Background: an optimization exercise with open tools, aiming at small area, a short achievable clock period and few clock cycles. Do not read the settings as production practice. In this exercise RTL edits were held to simulation tests only and were not proved equivalent to the original. Power and IR drop assume default switching activity.

==> flow/design.v (excerpt) <==
module task3(
    input [2:0] opcode,
    output reg done,
    output reg [23:0] out,
    input [7:0] in2,
    input [7:0] in1,
    input [7:0] in0,
    input clk,
    input rst
    );
For scale: roughly 670 cells after synthesis, roughly 43 flip-flops, about 54 I/O pins.
clock: 12.0 ns
lec_check: 0
abc_clock_period_in_ps: 3000
cap_margin: 20
core_margin: 2
core_utilization: 40
slew_margin: 20
standard.sh (not shown) runs the stock make flow with config.mk's settings and CLKGATE_MAP_FILE= SYNTH_SCRIPT=/design/flow/synth_recipe.tcl, a recipe that flattens the netlist after the stock synthesis.
==> flow/flow/run.sh <==
#!/bin/bash
set -euo pipefail
cd "$(dirname "$0")/.."
bash standard.sh finish \
  SETUP_SLACK_MARGIN=6.5 \
  "BUFFER_PORTS_ARGS=-buffer_cell sky130_fd_sc_hd__buf_1" \
  > run_standard.log 2>&1
The starting point finished with timing, DRC and antenna clean.
Testbench counts at the start, summed over its fixed seeds: cycles 21,090.
Change:
==> flow/run.sh (new file) <==
#!/bin/bash
# synth_recipe.tcl (not shown) runs the flow's synth.tcl, then flattens the netlist and writes it again
# the make line also repeats each setting of config.mk as NAME=value (left out here)
make -C /OpenROAD-flow-scripts/flow DESIGN_CONFIG=/design/flow/config.mk WORK_HOME=/design/flow/orfs CLKGATE_MAP_FILE= SYNTH_SCRIPT=/design/flow/synth_recipe.tcl finish
Settings changed: SETUP_SLACK_MARGIN set to 5.
removed: flow/flow/run.sh
removed: flow/standard.sh
First-iteration DRC count increases by 1.1%. Combinational power decreases by 7.1%. Worst setup slack got worse by 1200 ps. Total power decreases by 6.6%. Via count decreases by 1.4%. Cell area decreases by 2.7%.
Change:
==> flow/flow/run.sh (new file) <==
#!/bin/bash
set -euo pipefail
cd "$(dirname "$0")/.."
bash standard.sh finish \
  SETUP_SLACK_MARGIN=7 \
  "BUFFER_PORTS_ARGS=-buffer_cell sky130_fd_sc_hd__buf_1" \
  > run_standard.log 2>&1
==> flow/standard.sh (new file) <==
#!/bin/bash
# synth_recipe.tcl (not shown) runs the flow's synth.tcl, then flattens the netlist and writes it again
# the make line also repeats each setting of config.mk as NAME=value (left out here)
make -C /OpenROAD-flow-scripts/flow DESIGN_CONFIG=/design/flow/config.mk WORK_HOME=/design/flow/orfs CLKGATE_MAP_FILE= SYNTH_SCRIPT=/design/flow/synth_recipe.tcl "${@:-finish}"
Settings changed: SETUP_SLACK_MARGIN 5 to not set.
removed: flow/run.sh
Cell count came out higher by 5.6%.
Synthesized area does not change.
Worst setup slack is better by 1300 ps.
Change:
==> flow/flow/run.sh (replaced) <==
#!/bin/bash
set -euo pipefail
cd "$(dirname "$0")/.."
bash standard.sh finish \
  SETUP_SLACK_MARGIN=6 \
  "BUFFER_PORTS_ARGS=-buffer_cell sky130_fd_sc_hd__buf_1" \
  > run_standard.log 2>&1
Effect:
- The changed run completed with no timing, DRC or antenna violations
- via count came out lower by about 4.5%
- power came out lower by 17%
- combinational power came out lower by about 20%
- non-clock buffer count came out lower by 48
- clock power came out lower by 17%
- wire length came out lower by about 8%

Setup of onyx:
task3, a different RTL version from the one above (not shown whole).
Size in the first run: roughly 700 cells after synthesis, about 27 flip-flops, roughly 54 I/O pins.
clock: 12.0 ns
lec_check: 0
abc_clock_period_in_ps: 3000
cap_margin: 20
core_margin: 2
core_utilization: 40
slew_margin: 20
==> flow/flow/run.sh <==
#!/bin/bash
set -euo pipefail
cd "$(dirname "$0")/.."
bash standard.sh finish \
  SETUP_SLACK_MARGIN=7 \
  "BUFFER_PORTS_ARGS=-buffer_cell sky130_fd_sc_hd__buf_1" \
  > run_standard.log 2>&1
Testbench counts of onyx, summed over its fixed seeds: cycles 18,034.
The inputs of quartz differ from those of onyx as listed below.
- clearing ABC_CLOCK_PERIOD_IN_PS, which used to be 3000
==> flow/run.sh (new file) <==
#!/bin/bash
# synth_recipe.tcl (not shown) runs the flow's synth.tcl, then flattens the netlist and writes it again
# the make line also repeats each setting of config.mk as NAME=value (left out here)
make -C /OpenROAD-flow-scripts/flow DESIGN_CONFIG=/design/flow/config.mk WORK_HOME=/design/flow/orfs CLKGATE_MAP_FILE= SYNTH_SCRIPT=/design/flow/synth_recipe.tcl finish
removed: flow/flow/run.sh
removed: flow/standard.sh
### Flow results
Per the final summary, quartz finished and its layout is clean on timing, DRC and antenna.
Lower data-path buffer share of cell area in the final layout was reported by onyx, not quartz.
Cmp onyx and quartz / routing usage on met1 / higher: quartz
Looking at met3 usage, quartz sits 0.64 points lower than onyx does.
Summary of quartz over onyx: fraction of area in registers rose by 0.93 points; setup slack of the critical path after layout fell by 1.39 ns.
Changes observed in quartz relative to onyx: switching share of power picked up an extra 1.8 points, number of hold buffers added after CTS neither gained nor lost much.
For the total wire length, quartz came in 0.35% lower than onyx did.
Transition time of the tightest slew-check pin in quartz is 0.081 ns above onyx.
onyx has a higher combinational share of power than quartz.
Comparing count of clock-buffer cells in the layout for onyx and quartz, the smaller number came from quartz.

[what the ideal ports hide]
Ports are ideal in the flow. The routed layouts listed here were re-timed in OpenROAD.
Step 1: set_driving_cell puts a clkbuf_16 on clk and a buf_2 on each other input, an assumption about the parent block.
Step 2, shift: input delay + t, output delay - t, t = (earliest + latest rising clock arrival at the registers) / 2. This alone moves slack from input paths to output paths.
Slacks: ideal ports / drivers / drivers and shift; pairs: ideal ports / drivers.
run	t (ns)	setup WS [ns]	pins driven straight from the clock port
the first run of note 1	0.319	6.597 / 6.612 / 6.294	1
the second run of note 1	0.317	5.433 / 5.449 / 5.132	1
the third run of note 1	0.318	6.688 / 6.692 / 6.374	1
the fourth run of note 1	0.315	6.222 / 6.235 / 5.920	1
onyx	0.293	4.991 / 4.972 / 4.679	1
quartz	0.298	3.601 / 3.597 / 3.298	1
After both steps every run listed still meets setup and hold. For the third run of note 1, which loses most, drivers alone change the setup slack by +0.004 ns; drivers and shift together by -0.314 ns.
